Context: an optimization exercise on an open-source flow, tuned for small area. The choices shown serve that exercise and are no tape-out recipe.
Function was checked by simulation only, so behaviour that the tests miss may differ from the original.
Power and IR drop assume default switching activity. The clock port is modelled as an ideal driver; clocking choices that lean on that would not hold on a real chip.

==> flow/design.v <==
`timescale 1ns / 1ps
`timescale 1ns / 1ps
module Uart8Receiver (
    input  wire       clk,
    input  wire       rst,
    input  wire       tick,
    input  wire       in,
    input  wire       txRun,   
    input  wire       txStep,  
    output wire       shift,  
    output wire       sbit,   
    output reg        done,
    output reg        busy,
    output reg        err,
    output wire [3:0] txBit   
);
    localparam [1:0] IDLE = 2'd0;
    localparam [1:0] DATA_BITS = 2'd1;
    localparam [1:0] STOP_BIT = 2'd2;
    reg [1:0] state;
    reg [2:0] inputSw;
    reg [6:0] cnt;    
    wire sampledBit = (inputSw[2] & inputSw[1]) |
                      (inputSw[1] & inputSw[0]) |
                      (inputSw[2] & inputSw[0]);
    assign shift = tick & (state == DATA_BITS) & (cnt[3:0] == 4'hF);
    assign sbit = sampledBit;
    assign txBit = cnt[3:0];
    always @(posedge clk) begin
        if (rst) begin
            state <= IDLE;
            inputSw <= 3'b111;
            done <= 1'b0;
            busy <= 1'b0;
            err <= 1'b0;
        end else if (tick) begin
            inputSw <= {inputSw[1:0], in};
            done <= 1'b0;
            case (state)
                IDLE: begin
                    if (!sampledBit) begin
                        if (cnt[2:0] == 3'd7) begin
                            state <= DATA_BITS;
                            busy <= 1'b1;
                            cnt <= 7'd0;
                        end else begin
                            cnt <= cnt + 7'd1;
                        end
                    end else if (txRun) begin
                        if (txStep) cnt <= cnt + 7'd1;
                    end else begin
                        cnt <= 7'd0;
                    end
                end
                DATA_BITS: begin
                    if (cnt == 7'h7F)
                        state <= STOP_BIT;
                    cnt <= cnt + 7'd1;
                end
                default: begin  
                    if (cnt[3:0] == 4'hF) begin
                        state <= IDLE;
                        if (sampledBit) begin
                            done <= 1'b1;
                            busy <= 1'b0;
                        end else begin
                            err <= 1'b1;
                        end
                    end
                    cnt <= cnt + 7'd1;
                end
            endcase
        end
    end
endmodule
`timescale 1ns / 1ps
`timescale 1ns / 1ps
module Uart8_Matrix10 (
    input wire clk,
    input wire rst,
    input wire rx,
    input wire rxEn,
    output wire [7:0] out,
    output wire rxDone,
    output wire rxBusy,
    output wire rxErr,
    output wire tx,
    input wire txEn,
    output wire txDone,
    output wire txBusy,
    output reg [7:0] led
);
    localparam [2:0] RX_A = 3'd0, RX_B = 3'd1, WAIT = 3'd2, SUM = 3'd3, TX = 3'd4;
    reg [6:0] bc;
    always @(posedge clk) begin
        if (rst) bc <= 7'd0;
        else bc <= bc + 7'd1;
    end
    wire rxTick = (bc[2:0] == 3'd3);
    wire bitEnd = (bc == 7'd123);    
    wire rxShift, rxBit;
    wire [3:0] tbit;      
    reg [2:0] st;
    Uart8Receiver rxInst (
        .clk(clk),
        .rst(rst),
        .tick(rxTick),
        .in(rx),
        .txRun(st == TX),
        .txStep(bc[6:3] == 4'hF),
        .txBit(tbit),
        .shift(rxShift),
        .sbit(rxBit),
        .done(rxDone),
        .busy(rxBusy),
        .err(rxErr)
    );
    reg [7:0] acc;        
    wire rxRise = rxDone & (bc[2:0] == 3'd4);
    assign out = rxRise ? acc : led;
    always @(posedge clk) begin
        if (rst) led <= 8'd0;
        else if (rxRise) led <= acc;
    end
    reg [3:0] m, k;
    reg [2:0] ph;
    wire revEnd = (m == 4'd9) & (k == 4'd9);
    always @(posedge clk) begin
        if (rst) begin
            m <= 4'd0;
            k <= 4'd0;
            ph <= 3'd0;
        end else begin
        if (k == 4'd9) begin
            k <= 4'd0;
            m <= (m == 4'd9) ? 4'd0 : m + 4'd1;
        end else begin
            k <= k + 4'd1;
        end
        if (revEnd) ph <= ph + 3'd1;
        end
    end
    reg pend;             
    reg [3:0] hi, lo;     
    wire wrA = (st == RX_A) & pend & (m == hi) & (k == lo);
    wire wrB = (st == RX_B) & pend & (m == lo) & (k == hi) & (ph == 3'd7);
    reg [799:0] ringA;
    reg [799:0] ringB;
    always @(posedge clk) begin
        ringA <= {wrA ? led : ringA[7:0], ringA[799:8]};
        ringB <= {wrB ? led : {ringB[6:0], ringB[7]}, ringB[799:8]};
    end
    wire [3:0] dd = lo - hi;
    wire wrap = lo < hi;
    wire [3:0] d = wrap ? dd + 4'd10 : dd;
    reg bbit;
    always @(*) begin
        case (d)
            4'd0: bbit = ringB[7];
            4'd1: bbit = ringB[87];
            4'd2: bbit = ringB[167];
            4'd3: bbit = ringB[247];
            4'd4: bbit = ringB[327];
            4'd5: bbit = ringB[407];
            4'd6: bbit = ringB[487];
            4'd7: bbit = ringB[567];
            4'd8: bbit = ringB[647];
            default: bbit = ringB[727];
        endcase
    end
    wire [2:0] pp = ph + {2'd0, wrap};    
    wire [7:0] term = ringA[7:0] & {8{bbit}};
    wire [7:0] base = (k != 4'd0) ? acc : {acc[6:0], 1'b0};
    wire lastElem = (hi == 4'd9) & (lo == 4'd9);
    always @(posedge clk) begin
        if (rst) begin
            st <= RX_A;
            pend <= 1'b0;
            hi <= 4'd0;
            lo <= 4'd0;
        end else begin
            if (rxRise) pend <= 1'b1;
            if (rxShift) acc <= {rxBit, acc[7:1]};
            case (st)
                RX_A, RX_B: begin
                    if (wrA | wrB) begin
                        pend <= 1'b0;
                        if (lo == 4'd9) begin
                            lo <= 4'd0;
                            hi <= (hi == 4'd9) ? 4'd0 : hi + 4'd1;
                        end else begin
                            lo <= lo + 4'd1;
                        end
                        if (lastElem) st <= st + 3'd1;
                    end
                end
                WAIT: begin
                    if (revEnd & (pp == 3'd7)) st <= SUM;
                end
                SUM: begin
                    if (m == hi) acc <= base + term;
                    if (revEnd & (pp == 3'd7)) st <= TX;
                end
                default: begin  
                    if (bitEnd) begin
                        if (tbit >= 4'd2 && tbit <= 4'd9) acc <= {1'b0, acc[7:1]};
                        if (tbit == 4'd10) begin
                            if (lo == 4'd9) begin
                                lo <= 4'd0;
                                hi <= (hi == 4'd9) ? 4'd0 : hi + 4'd1;
                            end else begin
                                lo <= lo + 4'd1;
                            end
                            st <= lastElem ? RX_A : WAIT;
                        end
                    end
                end
            endcase
        end
    end
    assign txBusy = (st == TX) & (tbit != 4'd10);
    assign txDone = (st == TX) & (tbit == 4'd10);
    assign tx = (st != TX) | (tbit == 4'd10) | (tbit == 4'd0) | ((tbit != 4'd1) & acc[0]);
endmodule
==> flow/flow/run.sh <==
#!/bin/bash
# Standard layout with a leaner clock tree: fewer, larger sink clusters
# and no dummy loads.
set -euo pipefail
export CTS_ARGS="-sink_clustering_enable -repair_clock_nets -dont_use_dummy_load -buf_list sky130_fd_sc_hd__clkbuf_8 -sink_clustering_size 18 -sink_clustering_max_diameter 70 -sink_buffer_max_cap_derate 1.0"
bash standard.sh > standard.log 2>&1
==> flow/standard.sh <==
#!/bin/bash
# synth_recipe.tcl (not shown) runs the flow's synth.tcl, then flattens the netlist and writes it again
# the make line also repeats each setting of config.mk as NAME=value (left out here)
make -C /OpenROAD-flow-scripts/flow DESIGN_CONFIG=/design/flow/config.mk WORK_HOME=/design/flow/orfs CLKGATE_MAP_FILE= SYNTH_SCRIPT=/design/flow/synth_recipe.tcl "${@:-finish}"
==> flow/config.mk <==
export PLATFORM = sky130hd
export DESIGN_NAME = Uart8_Matrix10
export DESIGN_NICKNAME = Uart8_Matrix10
export VERILOG_FILES = /design/flow/design.v
export SDC_FILE = /design/flow/constraint.sdc
export NUM_CORES = 4
export LEC_CHECK = 0
export ABC_AREA = 1
export CAP_MARGIN = 20
export CORE_MARGIN = 2
export CORE_UTILIZATION = 45
export PLACE_DENSITY = 0.6
export SLEW_MARGIN = 20
==> flow/constraint.sdc <==
create_clock -name core_clock -period 12.0 [get_ports {clk}]
set_input_delay 2.4000 -clock core_clock [delete_from_list [all_inputs] [get_ports {clk}]]
set_output_delay 2.4000 -clock core_clock [all_outputs]
set_load 0.01 [all_outputs]
==> results of run 1 <==
-- stage by stage --
step / worst slack [ns] / instances / hold slack (ns) / power (uW)
2_1_floorplan: 8.07 / 2247 / 0.310 / 5680
5_1_grt: 6.31 / 3428 / 0.255 / 8130
3_5_place_dp: 7.29 / 3322 / 0.312 / 5690
6_report: 6.61 / 3428 / 0.259 / 7800
3_3_place_gp: 7.35 / 3322 / 0.310 / 5690
4_1_cts: 6.46 / 3426 / 0.261 / 7920
-- power breakdown --
group          switching (uW)  leakage, uW  total, uW  internal (uW)
combinational            26.3      0.00164       39.9           13.6
clock                    1460     0.000748       2240            779
sequential               4.52       0.0134       5520           5520
total                    1490       0.0158       7800           6310
-- cells by family (layout without fill, tap and decap cells) --
family | Yosys count | after routing | share of synthesized area [%]
AOI/OAI and AO/OA | 130 | 130 | 2.05
xor gates and xnor gates | 12 | 12 | 0.288
buffers and inverters | 122 | 242 | 1.29
DFF | 1661 | 1661 | 91.5
and+or+nand+nor | 287 | 287 | 3.59
other | 0 | 1 | 0
adders and majority gates | 35 | 35 | 1.24
-- worst max path at each step --
stage	from	end	slack [ns]	depth (start not counted)
2_1_floorplan	lo[0]	acc[6]	8.07	23
3_3_place_gp	bc[0]	out[1]	7.35	6
3_5_place_dp	bc[0]	out[1]	7.29	6
4_1_cts	bc[0]	out[1]	6.46	6
5_1_grt	bc[0]	out[1]	6.31	6
6_report	bc[0]	out[1]	6.61	6
-- Yosys cell counts, types with 3 or more instances --
library cell,n
o21ai_0,42
nor2_1,76
nor3_1,8
ha_1,33
xor2_1,6
buf_2,4
nand4_1,14
inv_1,104
dfxtp_1,1646
a22oi_1,5
o211ai_1,3
a211oi_1,9
nor3b_1,3
nand2_1,127
nand2_4,4
nor2_2,3
o21a_1,3
nand3_1,38
clkbuf_1,4
xnor2_1,6
inv_2,7
o21ai_1,5
a21oi_1,49
edfxtp_1,15
-- layout make-up --
type	count	area (um^2)
Clock buffer	104	1430
Sequential cell	1661	33400
Multi-Input combinational cell	464	2620
Timing Repair Buffer	26	275
Antenna cell	1	2.50
Fill cell	6747	40900
Inverter	112	420
Tap cell	1060	1330
-- layer usage --
layer / vias to the layer above / share of wire, % / global-route usage, %
met5: - / 0 / 0
li1: 7185 / - / -
met3: 94 / 5.0 / 2.58
met1: 6505 / 54 / 16.0
met2: 215 / 38 / 14.4
met4: 0 / 2.8 / 4.82
-- worst reg2reg max path, stage by stage, from the launching register on --
cell	delay, ns
dfxtp_1	0.41
inv_1	0.15
ha_1	0.23
fa_1	0.54
inv_1	0.09
ha_1	0.29
o21ai_0	0.32
nand2_1	0.13
nor2_1	0.10
nor2_1	0.05
nand2_1	0.05
nand2_1	0.13
inv_1	0.23
nor2_1	0.07
ha_1	0.22
fa_1	0.41
a21oi_1	0.17
o21ai_0	0.14
nand2_1	0.11
nand2_1	0.07
a21oi_1	0.15
xor2_1	0.11
o21ai_0	0.15
o211ai_1	0.10
-- flip-flops by register name, indices dropped and copies added (netlist names), 2 cells and up --
| signal | cells |
|---|---|
| rxInst.cnt | 7 |
| hi | 4 |
| ringA | 800 |
| bc | 7 |
| lo | 4 |
| m | 4 |
| k | 4 |
| st | 3 |
| ringB | 800 |
| acc | 8 |
| led | 8 |
| rxInst.state | 2 |
| rxInst.inputSw | 3 |
| ph | 3 |
==> load_flow_metrics.sql, run 1 <==
INSERT INTO impl_metrics (metric_group, metric, value, unit) VALUES
('clocking', 'clock_transition_at_the_register_clock_pins_on_the_worst_setup_and_hold_paths_after_cts', '0.11', 'ns'),
('sta', 'maxSlewViolCount', '0', ''),
('critical_path', 'regToRegStartpoint', 'lo[0]', ''),
('global_routing', 'aggregate_global_routing_overflow', '0', ''),
('critical_path', 'crit_path_max_fanout', '17', ''),
('routing', 'detailroute.via_count', '14000', ''),
('critical_path', 'setup.worst_path.end_class', 'primary output', ''),
('synthesis', 'post_synth_main_area_contributors', 'dfxtp_1 (90%), nand2_1 (1.3%), edfxtp_1 (1.2%)', ''),
('synthesis', 'edff_count_synth', '15', ''),
('clocking', 'post_cts_buffers', '0', ''),
('placement', 'dpl.hpwl', '23400', 'um'),
('floorplan', 'floorplan.rows', '104', ''),
('synthesis', 'postSynthRegisterBits', '1661', ''),
('clocking', 'cts-resized-gates', '0', ''),
('sta', 'timing_hold_violations_final', '0', ''),
('cells_and_area', 'utilization', '49.1', '%'),
('sta', 'final-setup-viol-count', '0', ''),
('routing', 'post_drt_via_cell_ratio', '4.08', ''),
('clocking', 'clockBufferDepth', '3', ''),
('synthesis', 'netlist.top_cell.by_area', 'dfxtp_1', ''),
('cells_and_area', 'final_nets', '2409', ''),
('sta', 'maximum_clock_frequency', '186', 'MHz'),
('floorplan', 'core_area', '80400', 'um^2'),
('synthesis', 'syn-num-nets', '2287', ''),
('pwr', 'pwr_density_cell', '198', 'nW/um^2'),
('floorplan', 'die_width', '289', 'um'),
('synthesis', 'synth_area', '36500', 'um^2'),
('critical_path', 'r2r-end', 'acc[6]', ''),
('synthesis', 'ys_seq_area_share', '91.5', '%'),
('status', 'status', 'timing/DRC/antenna clean', ''),
('clocking', 'latest_clock_arrival_within_the_worst_skew_pair', '0.71', 'ns'),
('hold_path', 'hp-class', 'reg2reg', ''),
('floorplan', 'fp.dieH', '289', 'um'),
('routing', 'route.final.wire_length', '42500', 'um'),
('routing', 'antenna_left', '0', ''),
('clocking', 'ctsHtreeMaxLevel', '3', ''),
('global_routing', 'grt_pass1_wl', '72300', 'um'),
('critical_path', 'critical_path_required', '9.60', 'ns'),
('run', 'max_cap_viol_count', '0', ''),
('sta', 'worstMarginPinSlew', '1.04', 'ns'),
('hold_path', 'min_delay_worst_endpoint', 'ringA[350]', ''),
('cells_and_area', 'post-route-cell-area', '39500', 'um^2'),
('cells_and_area', 'layout-drive-gt1-share', '5.58', '%'),
('critical_path', 'critical_path.max_stage_delay', '0.59', 'ns'),
('synthesis', 'synth_cells', '2247', ''),
('global_routing', 'first_global_vias', '14500', ''),
('pwr', 'p_leak', '0.0158', 'uW'),
('synthesis', 'post_synth_arst_share', '0', '%'),
('critical_path', 'reg2reg_depth', '23', ''),
('floorplan', 'fp.dieArea', '83400', 'um^2'),
('critical_path', 'slowest_stage_cell_crit_path', 'clkdlybuf4s50_1', ''),
('clocking', 'tritoncts', 'built', ''),
('synthesis', 'ys_types', '48', ''),
('clocking', 'cts-buffers-inserted', '104', ''),
('global_routing', 'grt_start_max_net_pins', '32', ''),
('hold_path', 'min_from', 'ringA[358]', ''),
('placement', 'io_buffers', '24', ''),
('global_routing', 'initial_antenna_violation_count', '1', ''),
('floorplan', 'start_util', '45.4', '%'),
('cells_and_area', 'most_common_cell_after_layout_fill_and_taps_aside', 'dfxtp_1', ''),
('clocking', 'clk_root_buffer_cell', 'clkbuf_8', ''),
('critical_path', 'path_buf_inv', '3', ''),
('routing', 'detailedRoute.firstIterationViolations', '646', ''),
('synthesis', 'synth_warnings', '2', ''),
('routing', 'detail_route.drc_violations', '0', ''),
('sta', 'layout_min_cycle_time', '5.39', 'ns'),
('sta', 'skew', '0.0564', 'ns'),
('critical_path', 'worstPathArrival', '2.99', 'ns'),
('critical_path', 'cp_cell_sequence', 'inv_1, ha_1, nand3_1, clkinv_1, a21oi_1, clkdlybuf4s50_1', ''),
('cells_and_area', 'layout-area-overhead-vs-synth', '8.18', '%'),
('floorplan', 'io-pin-count', '27', '');
==> run 2, diff against run 1 <==
==> flow/flow/run.sh (replaced) <==
#!/bin/bash
# Standard layout with a leaner clock tree: clkbuf_8 buffers on clusters of
# up to 18 registers and no dummy loads (the default tree uses clkbuf_16 on
# clusters of about five registers and pads it with dummy loads). Every port
# still gets its own buffer, a buf_1 instead of a clkdlybuf4s50_1.
set -euo pipefail
export CTS_ARGS="-sink_clustering_enable -repair_clock_nets -dont_use_dummy_load -buf_list sky130_fd_sc_hd__clkbuf_8 -sink_clustering_size 18 -sink_clustering_max_diameter 70 -sink_buffer_max_cap_derate 1.0"
export BUFFER_PORTS_ARGS="-buffer_cell sky130_fd_sc_hd__buf_1"
bash standard.sh > standard.log 2>&1
==> run 2 against run 1 <==
Still clean. Global-route usage down 0.051 points. Critical path depth did not move. Final cell count barely moved. Area after synthesis unchanged. Synthesized cell count stayed put. Clock power hardly changed. Wire length shrank 0.52%. Largest power group unchanged.
==> load_flow_metrics.sql, run 2 <==
INSERT INTO impl_metrics (metric_group, metric, value, unit) VALUES
('floorplan', 'core_area', '80400', 'um^2'),
('global_routing', 'first_global_vias', '14400', ''),
('global_routing', 'aggregate_global_routing_overflow', '0', ''),
('clocking', 'post_cts_buffers', '0', ''),
('critical_path', 'crit_path_max_fanout', '17', ''),
('synthesis', 'synth_most_common_cell', 'dfxtp_1', ''),
('clocking', 'cts-resized-gates', '0', ''),
('clocking', 'cts-buffers-inserted', '103', ''),
('sta', 'timing.setup.tns', '0', 'ns'),
('sta', 'final-setup-viol-count', '0', ''),
('routing', 'antenna_left', '0', ''),
('synthesis', 'synth_common_cells', 'dfxtp_1 (1646), nand2_1 (127), inv_1 (104)', ''),
('synthesis', 'synth_top_flop_cell', 'dfxtp_1', ''),
('hold_path', 'hp-class', 'reg2reg', ''),
('clocking', 'post_cts_hold_buffer_count', '0', ''),
('pwr', 'pwr_density_cell', '198', 'nW/um^2'),
('critical_path', 'critical_path_required', '9.60', 'ns'),
('sta', 'maxSlewViolCount', '0', ''),
('synthesis', 'post_synth_arst_share', '0', '%'),
('clocking', 'tritoncts', 'built', ''),
('routing', 'post_drt_via_cell_ratio', '4.11', ''),
('floorplan', 'fp.dieArea', '83400', 'um^2'),
('floorplan', 'fp.dieH', '289', 'um'),
('clocking', 'clock_transition_at_the_register_clock_pins_on_the_worst_setup_and_hold_paths_after_cts', '0.10', 'ns'),
('routing', 'detailedRoute.firstIterationViolations', '647', ''),
('global_routing', 'grt_pass1_wl', '72000', 'um'),
('clocking', 'clockBufferDepth', '3', ''),
('clocking', 'ctsHtreeMaxLevel', '3', ''),
('routing', 'routedWlPerCell', '12.3', 'um'),
('run', 'max_cap_viol_count', '0', ''),
('synthesis', 'synth_top_cell_area_share', '90.3', '%'),
('sta', 'maximum_clock_frequency', '202', 'MHz'),
('cells_and_area', 'most_common_cell_after_layout_fill_and_taps_aside', 'dfxtp_1', ''),
('clocking', 'clk_root_buffer_cell', 'clkbuf_8', ''),
('cells_and_area', 'top_regs', 'ringA x800, ringB x800', ''),
('synthesis', 'ys_types', '48', ''),
('synthesis', 'syn-num-nets', '2287', ''),
('synthesis', 'postSynthRegisterBits', '1661', ''),
('critical_path', 'critical_path.startpoint_type', 'flip-flop', ''),
('pwr', 'peakVddDrop', '90.5', 'uV'),
('routing', 'route.final.wire_length', '42200', 'um'),
('sta', 'worstMarginPinSlew', '1.04', 'ns'),
('routing', 'detailroute.via_count', '14100', ''),
('status', 'status', 'timing/DRC/antenna clean', ''),
('global_routing', 'grt_util_met1', '15.9', '%'),
('global_routing', 'grt_start_max_net_pins', '32', ''),
('placement', 'io_buffers', '24', ''),
('sta', 'setup_repair_after_global_routing_missed_its_margin', 'no', ''),
('critical_path', 'setup.worst_path.end_class', 'primary output', ''),
('placement', 'gp_congestion', '0.807', ''),
('global_routing', 'top_usage_layer', 'met1', ''),
('sta', 'timing_hold_violations_final', '0', ''),
('global_routing', 'initial_antenna_violation_count', '1', ''),
('floorplan', 'floorplan.rows', '104', ''),
('synthesis', 'netlist.top_cell.by_area', 'dfxtp_1', ''),
('critical_path', 'worstPathArrival', '2.55', 'ns'),
('floorplan', 'die_width', '289', 'um'),
('sta', 'skew', '0.0736', 'ns'),
('critical_path', 'criticalPathCategory', 'reg2out', ''),
('routing', 'drt-pass1-iter-count', '5', ''),
('cells_and_area', 'layout-area-overhead-vs-synth', '7.66', '%'),
('floorplan', 'io-pin-count', '27', ''),
('sta', 'slew-limit-headroom', '30.1', '%'),
('synthesis', 'avg_inst_size_synth', '16.2', 'um^2'),
('global_routing', 'met2_usage', '14.4', '%'),
('clocking', 'cts.sinks', '1661', ''),
('floorplan', 'start_util', '45.4', '%'),
('cells_and_area', 'final_nets', '2407', ''),
('routing', 'detail_route.drc_violations', '0', ''),
('synthesis', 'post_synth_main_area_contributors', 'dfxtp_1 (90%), nand2_1 (1.3%), edfxtp_1 (1.2%)', ''),
('sta', 'layout_min_cycle_time', '4.95', 'ns'),
('placement', 'instance_area_after_placement', '37900', 'um^2'),
('synthesis', 'ys_seq_area_share', '91.5', '%'),
('cells_and_area', 'final_cell_mix', 'dfxtp_1 (1646), nand2_1 (127), inv_1 (103), clkbuf_8 (103), nor2_1 (76)', ''),
('synthesis', 'synth_cells', '2247', ''),
('placement', 'dpl.hpwl', '23200', 'um'),
('cells_and_area', 'layout-drive-gt1-share', '5.54', '%'),
('cells_and_area', 'post-route-cell-area', '39300', 'um^2'),
('synthesis', 'edff_count_synth', '15', ''),
('pwr', 'p_leak', '0.0157', 'uW'),
('clocking', 'latest_clock_arrival_within_the_worst_skew_pair', '0.73', 'ns'),
('synthesis', 'synth_warnings', '2', ''),
('global_routing', 'overall_global_routing_usage', '10.6', '%'),
('synthesis', 'synth_area', '36500', 'um^2'),
('sta', 'fin_crit_sh', '41.2', '%'),
('global_routing', 'grtUsageMet3', '2.37', '%');
-- run 2: cell types whose count changed in the layout (fill, tap and decap cells not counted) --
| cell | delta |
|---|---|
| buf_1 | +24 |
| buf_16 | -1 |
| clkbuf_8 | -1 |
| clkdlybuf4s50_1 | -24 |
| clkinv_1 | -1 |
| inv_2 | +1 |
-- run 2: metal layers --
layer	wire length [um]	vias to the layer above
met2	16100	243
met3	2190	103
met4	1280	0
met1	22700	6543
met5	0	-
li1	-	7179
-- run 2: cell type report --
class,count,area (um^2)
inverters,112,420
clock buffers,103,1420
multi-input cells,464,2620
well taps,1060,1330
diodes,1,2.50
repair buffers,25,97.6
flip-flops and latches,1661,33400
fillers,6779,41100
-- run 2: cell families after synthesis --
logic type                 after synthesis  share of synthesized area (%)
DFF                                   1661                           91.5
and+or+nand+nor                        287                           3.59
AOI/OAI and AO/OA                      130                           2.05
buffers and inverters                  122                           1.29
adders and majority gates               35                           1.24
xor gates and xnor gates                12                          0.288
-- run 2: worst max-delay path, cell delays in order (launching register included) --
cell and delay, ns:
dfxtp_1 0.36, inv_1 0.06, ha_1 0.19, nand3_1 0.26
clkinv_1 0.47, a21oi_1 0.35, buf_1 0.20
-- run 2: report_power, final --
part	leakage, uW	switching, uW	internal, uW
Sequential	0.0134	4.63	5520
Combinational	0.00157	25.5	12.2
Clock	0.000741	1450	772
-- run 2: per-stage QoR --
stage	utilization [%]	hold WS [ns]	cells	setup slack [ns]	total power (uW)
global placement	47.1	0.310	3322	7.46	5690
floorplan	-	0.310	2247	8.07	5680
global route	48.8	0.283	3426	6.80	8110
finish	48.8	0.281	3426	7.05	7790
detailed placement	47.1	0.312	3322	7.37	5690
CTS	48.8	0.275	3425	6.95	7910
-- run 2: final timing paths --
path / from / slack (ns) / endpoint / cells after the start
worst max-delay path: bc[0] / 7.05 / out[1] / 6
worst min-delay path: ringA[666] / 0.28 / ringA[658] / 0
worst max register to register: lo[0] / 7.32 / acc[6] / 23
worst min register to register: ringA[666] / 0.28 / ringA[658] / 0
==> run 3, diff against run 2 <==
==> flow/flow/run.sh (replaced) <==
#!/bin/bash
# Standard layout with a leaner clock tree: clkbuf_16 buffers on clusters of
# up to 36 registers and no dummy loads (the default tree uses clkbuf_16 on
# clusters of about five registers and pads it with dummy loads). Every port
# still gets its own buffer, a buf_1 instead of a clkdlybuf4s50_1.
set -euo pipefail
export CTS_ARGS="-sink_clustering_enable -repair_clock_nets -dont_use_dummy_load -buf_list sky130_fd_sc_hd__clkbuf_16 -sink_clustering_size 36 -sink_clustering_max_diameter 80 -sink_buffer_max_cap_derate 1.0"
export BUFFER_PORTS_ARGS="-buffer_cell sky130_fd_sc_hd__buf_1"
bash standard.sh > standard.log 2>&1
==> run 3 against run 2 <==
Clock skew rose by 0.016 ns. Non-clock buffer count unchanged. First-iteration DRC count up 6.8%. Final cell count is 1.5% lower. Power is 0.24% higher. Via count down 2.2%. Largest cell class unchanged. Clock-buffer cell count fell by 49.
==> load_flow_metrics.sql, run 3 <==
INSERT INTO impl_metrics (metric_group, metric, value, unit) VALUES
('clocking', 'cts-resized-gates', '0', ''),
('routing', 'detail_route.drc_violations', '0', ''),
('sta', 'timing_hold_violations_final', '0', ''),
('pwr', 'power.share.clock', '28.7', '%'),
('sta', 'fin_worst_hold_slack', '0.236', 'ns'),
('run', 'max_cap_viol_count', '0', ''),
('clocking', 'post_cts_buffers', '0', ''),
('placement', 'gp_congestion', '0.807', ''),
('sta', 'setup_repair_after_global_routing_missed_its_margin', 'no', ''),
('routing', 'drt-pass1-iter-count', '5', ''),
('synthesis', 'synth_cells', '2247', ''),
('pwr', 'switchingPower', '1460', 'uW'),
('critical_path', 'crit_path_max_fanout', '17', ''),
('routing', 'detailroute.via_count', '13800', ''),
('global_routing', 'grt_start_max_net_pins', '37', ''),
('floorplan', 'core_area', '80400', 'um^2'),
('cells_and_area', 'layout-area-overhead-vs-synth', '7.47', '%'),
('sta', 'slew-limit-headroom', '30.3', '%'),
('synthesis', 'ys_seq_area_share', '91.5', '%'),
('critical_path', 'slowest_stage_cell_crit_path', 'clkinv_1', ''),
('critical_path', 'critical_path.max_stage_delay', '0.47', 'ns'),
('cells_and_area', 'n_fill_cell', '6751', ''),
('synthesis', 'synth_area', '36500', 'um^2'),
('critical_path', 'cp_cell_sequence', 'inv_1, ha_1, nand3_1, clkinv_1, a21oi_1, buf_1', ''),
('synthesis', 'avg_inst_size_synth', '16.2', 'um^2'),
('clocking', 'latest_clock_arrival_within_the_worst_skew_pair', '0.65', 'ns'),
('clocking', 'post_cts_hold_buffer_count', '0', ''),
('cells_and_area', 'top_regs', 'ringA x800, ringB x800', ''),
('floorplan', 'fp.dieH', '289', 'um'),
('clocking', 'cts-buffers-inserted', '54', ''),
('critical_path', 'setup.worst_path.end_class', 'primary output', ''),
('sta', 'maxSlewViolCount', '0', ''),
('placement', 'dpl.hpwl', '23200', 'um'),
('cells_and_area', 'diodes', '0', ''),
('floorplan', 'fp.dieArea', '83400', 'um^2'),
('cells_and_area', 'final_nets', '2358', ''),
('status', 'status', 'timing/DRC/antenna clean', ''),
('pwr', 'peakVddDrop', '146', 'uV'),
('routing', 'post_drt_via_cell_ratio', '4.08', ''),
('routing', 'route.final.wire_length', '41600', 'um'),
('synthesis', 'syn-num-nets', '2287', ''),
('synthesis', 'synth_common_cells', 'dfxtp_1 (1646), nand2_1 (127), inv_1 (104)', ''),
('floorplan', 'die_width', '289', 'um'),
('clocking', 'cts.sinks', '1661', ''),
('sta', 'final-setup-viol-count', '0', ''),
('pwr', 'p_comb_share', '0.5', '%'),
('critical_path', 'criticalPathCategory', 'reg2out', ''),
('global_routing', 'aggregate_global_routing_overflow', '0', ''),
('synthesis', 'netlist.top_cell.by_area', 'dfxtp_1', ''),
('synthesis', 'postSynthRegisterBits', '1661', ''),
('global_routing', 'overall_global_routing_usage', '10.2', '%'),
('global_routing', 'initial_antenna_violation_count', '0', ''),
('cells_and_area', 'most_common_cell_after_layout_fill_and_taps_aside', 'dfxtp_1', ''),
('global_routing', 'first_global_vias', '13800', ''),
('synthesis', 'post_synth_main_area_contributors', 'dfxtp_1 (90%), nand2_1 (1.3%), edfxtp_1 (1.2%)', ''),
('sta', 'fin_crit_sh', '40.3', '%'),
('cells_and_area', 'layout-drive-gt1-share', '3.54', '%'),
('routing', 'routedWlPerCell', '12.3', 'um'),
('routing', 'detailedRoute.firstIterationViolations', '691', ''),
('critical_path', 'worstPathArrival', '2.44', 'ns'),
('sta', 'layout_min_cycle_time', '4.84', 'ns'),
('critical_path', 'critical_path.startpoint_type', 'flip-flop', ''),
('synthesis', 'synth_top_flop_cell', 'dfxtp_1', ''),
('clocking', 'clockBufferDepth', '3', ''),
('synthesis', 'synth_top_cell_area_share', '90.3', '%'),
('synthesis', 'synth_warnings', '2', ''),
('routing', 'antenna_left', '0', ''),
('pwr', 'p_leak', '0.0156', 'uW'),
('synthesis', 'ys_types', '48', ''),
('sta', 'worstMarginPinSlew', '1.04', 'ns'),
('pwr', 'pwr-share-seq', '70.8', '%'),
('synthesis', 'edff_count_synth', '15', ''),
('sta', 'timing.setup.tns', '0', 'ns'),
('cells_and_area', 'final_cell_mix', 'dfxtp_1 (1646), nand2_1 (127), inv_1 (103), nor2_1 (76), clkbuf_16 (54)', ''),
('pwr', 'switching_share', '18.6', '%'),
('clocking', 'clock_transition_at_the_register_clock_pins_on_the_worst_setup_and_hold_paths_after_cts', '0.11', 'ns'),
('floorplan', 'start_util', '45.4', '%'),
('global_routing', 'grt_pass1_wl', '70200', 'um'),
('clocking', 'tritoncts', 'built', ''),
('clocking', 'ctsHtreeMaxLevel', '2', ''),
('synthesis', 'post_synth_arst_share', '0', '%'),
('sta', 'skew', '0.0898', 'ns'),
('floorplan', 'floorplan.rows', '104', ''),
('clocking', 'clk_root_buffer_cell', 'clkbuf_16', ''),
('critical_path', 'critical_path_required', '9.60', 'ns'),
('floorplan', 'io-pin-count', '27', ''),
('pwr', 'p_int', '6350', 'uW'),
('synthesis', 'synth_most_common_cell', 'dfxtp_1', ''),
('hold_path', 'hp-class', 'reg2reg', ''),
('sta', 'maximum_clock_frequency', '207', 'MHz'),
('placement', 'io_buffers', '24', ''),
('pwr', 'pwr_density_cell', '199', 'nW/um^2');
run 3: cell counts after synthesis:
No cell type changed its count.
run 3: logic make-up after synthesis:
group                      share of synthesized area, %
AOI/OAI and AO/OA                                  2.05
buffers and inverters                              1.29
adders and majority gates                          1.24
DFF                                                91.5
xor gates and xnor gates                          0.288
and+or+nand+nor                                    3.59
run 3: routing by layer:
metal | up-vias | track usage, % | routed length, um
met1 | 6412 | 15.8 | 22800
met3 | 77 | 2.09 | 1850
met5 | - | 0 | 0
li1 | 7092 | - | -
met2 | 178 | 14.2 | 15800
met4 | 0 | 3.51 | 1130
run 3: per-stage QoR:
stage | worst slack (ns) | instance area (um^2) | total power (uW) | std cells | util [%]
detailed placement | 7.37 | 37900 | 5690 | 3322 | 47.1
CTS | 7.09 | 39200 | 7900 | 3376 | 48.8
global route | 6.87 | 39200 | 8090 | 3376 | 48.8
finish | 7.16 | 39200 | 7810 | 3376 | 48.8
floorplan | 8.07 | 36500 | 5680 | 2247 | -
global placement | 7.46 | 37900 | 5690 | 3322 | 47.1
run 3: area by class of cell:
class                           count  area (um^2)  area share, %
Sequential cell                  1661        33400           85.2
Multi-Input combinational cell    464         2620           6.67
Clock buffer                       54         1350           3.45
Tap cell                         1060         1330           3.38
Inverter                          112          420           1.07
Timing Repair Buffer               25         97.6          0.249
run 3: final timing paths:
check	slack, ns	to	from	cells after the start
setup / recovery	7.16	out[1]	bc[0]	6
hold / removal	0.24	ringB[785]	ringB[793]	0
setup reg to reg	7.38	acc[6]	lo[0]	23
hold reg to reg	0.24	ringB[785]	ringB[793]	0
run 3: power groups by stage:
| stage | registers [uW] | logic [uW] | clock network [uW] |
|---|---|---|---|
| after detailed placement | 5650 | 37.5 | 0 |
| after floorplan | 5650 | 28.0 | 0 |
| after global placement | 5650 | 36.8 | 0 |
| final | 5530 | 37.7 | 2240 |
| after CTS | 5530 | 37.9 | 2330 |
| after global routing | 5530 | 43.1 | 2510 |
run 3: critical path, delay by kind of cell (launching register included):
family                     cells  cell delay [ns]
DFF                            1             0.35
adders and majority gates      1             0.19
AOI/OAI and AO/OA              1             0.34
buffers and inverters          3             0.72
and+or+nand+nor                1             0.25
==> run 4, diff against run 3 <==
==> flow/flow/run.sh (replaced) <==
#!/bin/bash
# Standard layout with a leaner clock tree: clkbuf_8 buffers on clusters of
# up to 20 registers and no dummy loads (the default tree uses clkbuf_16 on
# clusters of about five registers and pads it with dummy loads). Every port
# still gets its own buffer, a buf_1 instead of a clkdlybuf4s50_1.
set -euo pipefail
export CTS_ARGS="-sink_clustering_enable -repair_clock_nets -dont_use_dummy_load -buf_list sky130_fd_sc_hd__clkbuf_8 -sink_clustering_size 20 -sink_clustering_max_diameter 70 -sink_buffer_max_cap_derate 1.0"
export BUFFER_PORTS_ARGS="-buffer_cell sky130_fd_sc_hd__buf_1"
bash standard.sh > standard.log 2>&1
--- a/flow/config.mk
+++ b/flow/config.mk
@@ -8,6 +8,6 @@
 export ABC_AREA = 1
 export CAP_MARGIN = 20
 export CORE_MARGIN = 2
-export CORE_UTILIZATION = 45
-export PLACE_DENSITY = 0.6
+export CORE_UTILIZATION = 55
+export PLACE_DENSITY = 0.75
 export SLEW_MARGIN = 20
==> run 4 against run 3 <==
Core utilization rose by 10 points. Critical path depth did not move. Sequential cell count did not move. Highest routed layer unchanged.
==> load_flow_metrics.sql, run 4 <==
INSERT INTO impl_metrics (metric_group, metric, value, unit) VALUES
('pwr', 'peakVddDrop', '141', 'uV'),
('routing', 'detailroute.via_count', '13900', ''),
('critical_path', 'criticalPathCategory', 'reg2out', ''),
('routing', 'routedWlPerCell', '13.9', 'um'),
('sta', 'setup_repair_after_global_routing_missed_its_margin', 'no', ''),
('synthesis', 'edff_count_synth', '15', ''),
('floorplan', 'fp.dieH', '262', 'um'),
('sta', 'final-setup-viol-count', '0', ''),
('synthesis', 'syn-num-nets', '2287', ''),
('clocking', 'latest_clock_arrival_within_the_worst_skew_pair', '0.70', 'ns'),
('floorplan', 'io-pin-count', '27', ''),
('synthesis', 'synth_top_flop_cell', 'dfxtp_1', ''),
('critical_path', 'crit_path_max_fanout', '17', ''),
('critical_path', 'worstPathArrival', '3.01', 'ns'),
('placement', 'dpl.hpwl', '25100', 'um'),
('critical_path', 'critical_path.max_stage_delay', '0.60', 'ns'),
('floorplan', 'die_width', '262', 'um'),
('pwr', 'p_leak', '0.0157', 'uW'),
('hold_path', 'min_from', 'ringB[301]', ''),
('sta', 'slew-limit-headroom', '37.4', '%'),
('hold_path', 'hp-class', 'reg2reg', ''),
('placement', 'gp_congestion', '0.782', ''),
('synthesis', 'netlist.top_cell.by_area', 'dfxtp_1', ''),
('routing', 'detailedRoute.firstIterationViolations', '743', ''),
('routing', 'drt-pass1-iter-count', '5', ''),
('floorplan', 'fp.dieArea', '68400', 'um^2'),
('routing', 'antenna_left', '0', ''),
('cells_and_area', 'layout-drive-gt1-share', '5.22', '%'),
('cells_and_area', 'layout-area-overhead-vs-synth', '6.76', '%'),
('floorplan', 'floorplan.rows', '94', ''),
('floorplan', 'core_area', '65700', 'um^2'),
('global_routing', 'first_global_vias', '14500', ''),
('global_routing', 'aggregate_global_routing_overflow', '0', ''),
('clocking', 'post_cts_hold_buffer_count', '0', ''),
('routing', 'detail_route.drc_violations', '0', ''),
('sta', 'maximum_clock_frequency', '185', 'MHz'),
('cells_and_area', 'final_cell_mix', 'dfxtp_1 (1646), nand2_1 (127), inv_1 (104), clkbuf_8 (95), nor2_1 (76)', ''),
('synthesis', 'synth_warnings', '2', ''),
('pwr', 'p_total', '7730', 'uW'),
('global_routing', 'overall_global_routing_usage', '13.6', '%'),
('synthesis', 'synth_area', '36500', 'um^2'),
('critical_path', 'critPathLaunch', 'bc[0]', ''),
('synthesis', 'ys_types', '48', ''),
('floorplan', 'start_util', '55.5', '%'),
('pwr', 'pwr_density_cell', '199', 'nW/um^2'),
('synthesis', 'synth_top_cell_area_share', '90.3', '%'),
('critical_path', 'slowest_stage_cell_crit_path', 'clkinv_1', ''),
('placement', 'io_buffers', '24', ''),
('clocking', 'ctsHtreeMaxLevel', '3', ''),
('critical_path', 'cp_cell_sequence', 'inv_1, ha_1, nand3_1, clkinv_1, a21oi_1, buf_1', ''),
('critical_path', 'regToRegStartpoint', 'lo[0]', ''),
('sta', 'fin_crit_sh', '45.1', '%'),
('run', 'max_cap_viol_count', '0', ''),
('status', 'status', 'timing/DRC/antenna clean', ''),
('clocking', 'cts-resized-gates', '0', ''),
('global_routing', 'grt_start_max_net_pins', '32', ''),
('clocking', 'post_cts_buffers', '0', ''),
('clocking', 'cts.sinks', '1661', ''),
('global_routing', 'initial_antenna_violation_count', '1', ''),
('sta', 'timing_hold_violations_final', '0', ''),
('critical_path', 'setup.worst_path.end_class', 'primary output', ''),
('critical_path', 'reg2reg_depth', '23', ''),
('routing', 'post_drt_via_cell_ratio', '4.33', ''),
('sta', 'skew', '0.0861', 'ns'),
('cells_and_area', 'final_nets', '2400', ''),
('sta', 'layout_min_cycle_time', '5.41', 'ns'),
('global_routing', 'grt_pass1_wl', '74600', 'um'),
('hold_path', 'hold_path_depth', '0', ''),
('clocking', 'tritoncts', 'built', ''),
('clocking', 'clockBufferDepth', '3', ''),
('clocking', 'clk_root_buffer_cell', 'clkbuf_8', ''),
('synthesis', 'postSynthRegisterBits', '1661', ''),
('synthesis', 'post_synth_main_area_contributors', 'dfxtp_1 (90%), nand2_1 (1.3%), edfxtp_1 (1.2%)', ''),
('synthesis', 'avg_inst_size_synth', '16.2', 'um^2'),
('synthesis', 'synth_most_common_cell', 'dfxtp_1', ''),
('clocking', 'cts-buffers-inserted', '95', ''),
('synthesis', 'synth_common_cells', 'dfxtp_1 (1646), nand2_1 (127), inv_1 (104)', ''),
('sta', 'maxSlewViolCount', '0', ''),
('sta', 'timing.setup.tns', '0', 'ns'),
('sta', 'worstMarginPinSlew', '0.932', 'ns'),
('synthesis', 'post_synth_arst_share', '0', '%'),
('critical_path', 'critical_path_required', '9.60', 'ns'),
('synthesis', 'ys_seq_area_share', '91.5', '%'),
('synthesis', 'synth_cells', '2247', ''),
('cells_and_area', 'top_regs', 'ringA x800, ringB x800', ''),
('routing', 'route.final.wire_length', '44800', 'um'),
('cells_and_area', 'most_common_cell_after_layout_fill_and_taps_aside', 'dfxtp_1', ''),
('cells_and_area', 'n_fill_cell', '4630', ''),
('critical_path', 'critical_path.startpoint_type', 'flip-flop', ''),
('clocking', 'clock_transition_at_the_register_clock_pins_on_the_worst_setup_and_hold_paths_after_cts', '0.12', 'ns');
-- run 4: changes by cell type in the layout (fill, tap and decap cells not counted) --
cell       previous run  this run
buf_16                0         1
clkbuf_16            54         0
clkbuf_8              0        95
diode_2               0         1
inv_1               103       104
inv_2                 8         7
-- run 4: cell type report --
type	count	area, um^2	share of cell area (%)
flip-flops and latches	1661	33400	85.7
multi-input cells	464	2620	6.71
clock buffers	95	1310	3.36
well taps	864	1080	2.78
inverters	112	420	1.08
repair buffers	26	125	0.321
diodes	1	2.50	0.00642
-- run 4: logic make-up after synthesis --
kind of cell | Yosys count | share of synthesized area [%]
flops | 1661 | 91.5
compound gates | 130 | 2.05
xor+xnor | 12 | 0.288
buf+inv | 122 | 1.29
fa+ha+maj | 35 | 1.24
simple gates | 287 | 3.59
-- run 4: through the flow --
step	hold WS, ns	cells	setup WS, ns	cell area, um^2	util [%]
3_5_place_dp	0.312	3126	7.30	37600	57.2
5_1_grt	0.280	3223	6.37	39000	59.2
3_3_place_gp	0.311	3126	7.33	37600	57.2
6_report	0.283	3223	6.59	39000	59.2
2_1_floorplan	0.310	2247	8.07	36500	-
4_1_cts	0.272	3221	6.50	38900	59.2
-- run 4: final timing paths --
check,end,slack (ns)
worst max register to register,acc[6],7.37
worst min register to register,ringB[293],0.28
worst max-delay path,out[7],6.59
worst min-delay path,ringB[293],0.28
-- run 4: critical path, delay by kind of cell, from the launching register on --
family | cells | cell delay, ns
buf+inv | 3 | 0.87
compound gates | 1 | 0.54
flops | 1 | 0.37
simple gates | 1 | 0.34
fa+ha+maj | 1 | 0.19
-- run 4: power by group --
part / total (uW) / internal [uW] / switching [uW]
clock network: 2170 / 716 / 1450
logic: 39.3 / 13.2 / 26.1
registers: 5530 / 5520 / 4.50
total: 7730 / 6250 / 1480
-- run 4: metal layers --
layer / wire length, um / up-vias / global-route usage, %
met5: 0 / - / 0
met4: 1140 / 0 / 5.21
met3: 1740 / 87 / 2.92
met2: 19000 / 193 / 20.4
met1: 22900 / 6497 / 19.6
li1: - / 7163 / -

[re-timing with driven ports]
The results above use ideal ports. As a check the final layouts listed here were re-extracted and re-timed, cells and wires unchanged.
Step 1 sets driving cells, clkbuf_16 on the clock port and buf_2 on the other inputs (assumed; they add their load-dependent delay and slew).
Step 2 moves the port delays by t, midway between the first and last clock arrival at a register: inputs arrive t later, outputs are due t later. That takes back most of the time a late clock gives input paths.
Three values: ideal, step 1, step 2; two values: the first two.
run | shift t [ns] | setup WS [ns] | worst setup path at the end
run 1 | 0.728 | 6.610 / 6.556 / 7.284 | register to output
run 2 | 0.742 | 7.053 / 6.999 / 7.316 | register to register
run 3 | 0.666 | 7.164 / 7.107 / 7.376 | register to register
run 4 | 0.720 | 6.591 / 6.533 / 7.253 | register to output
After both steps setup and hold are still met in every run listed.
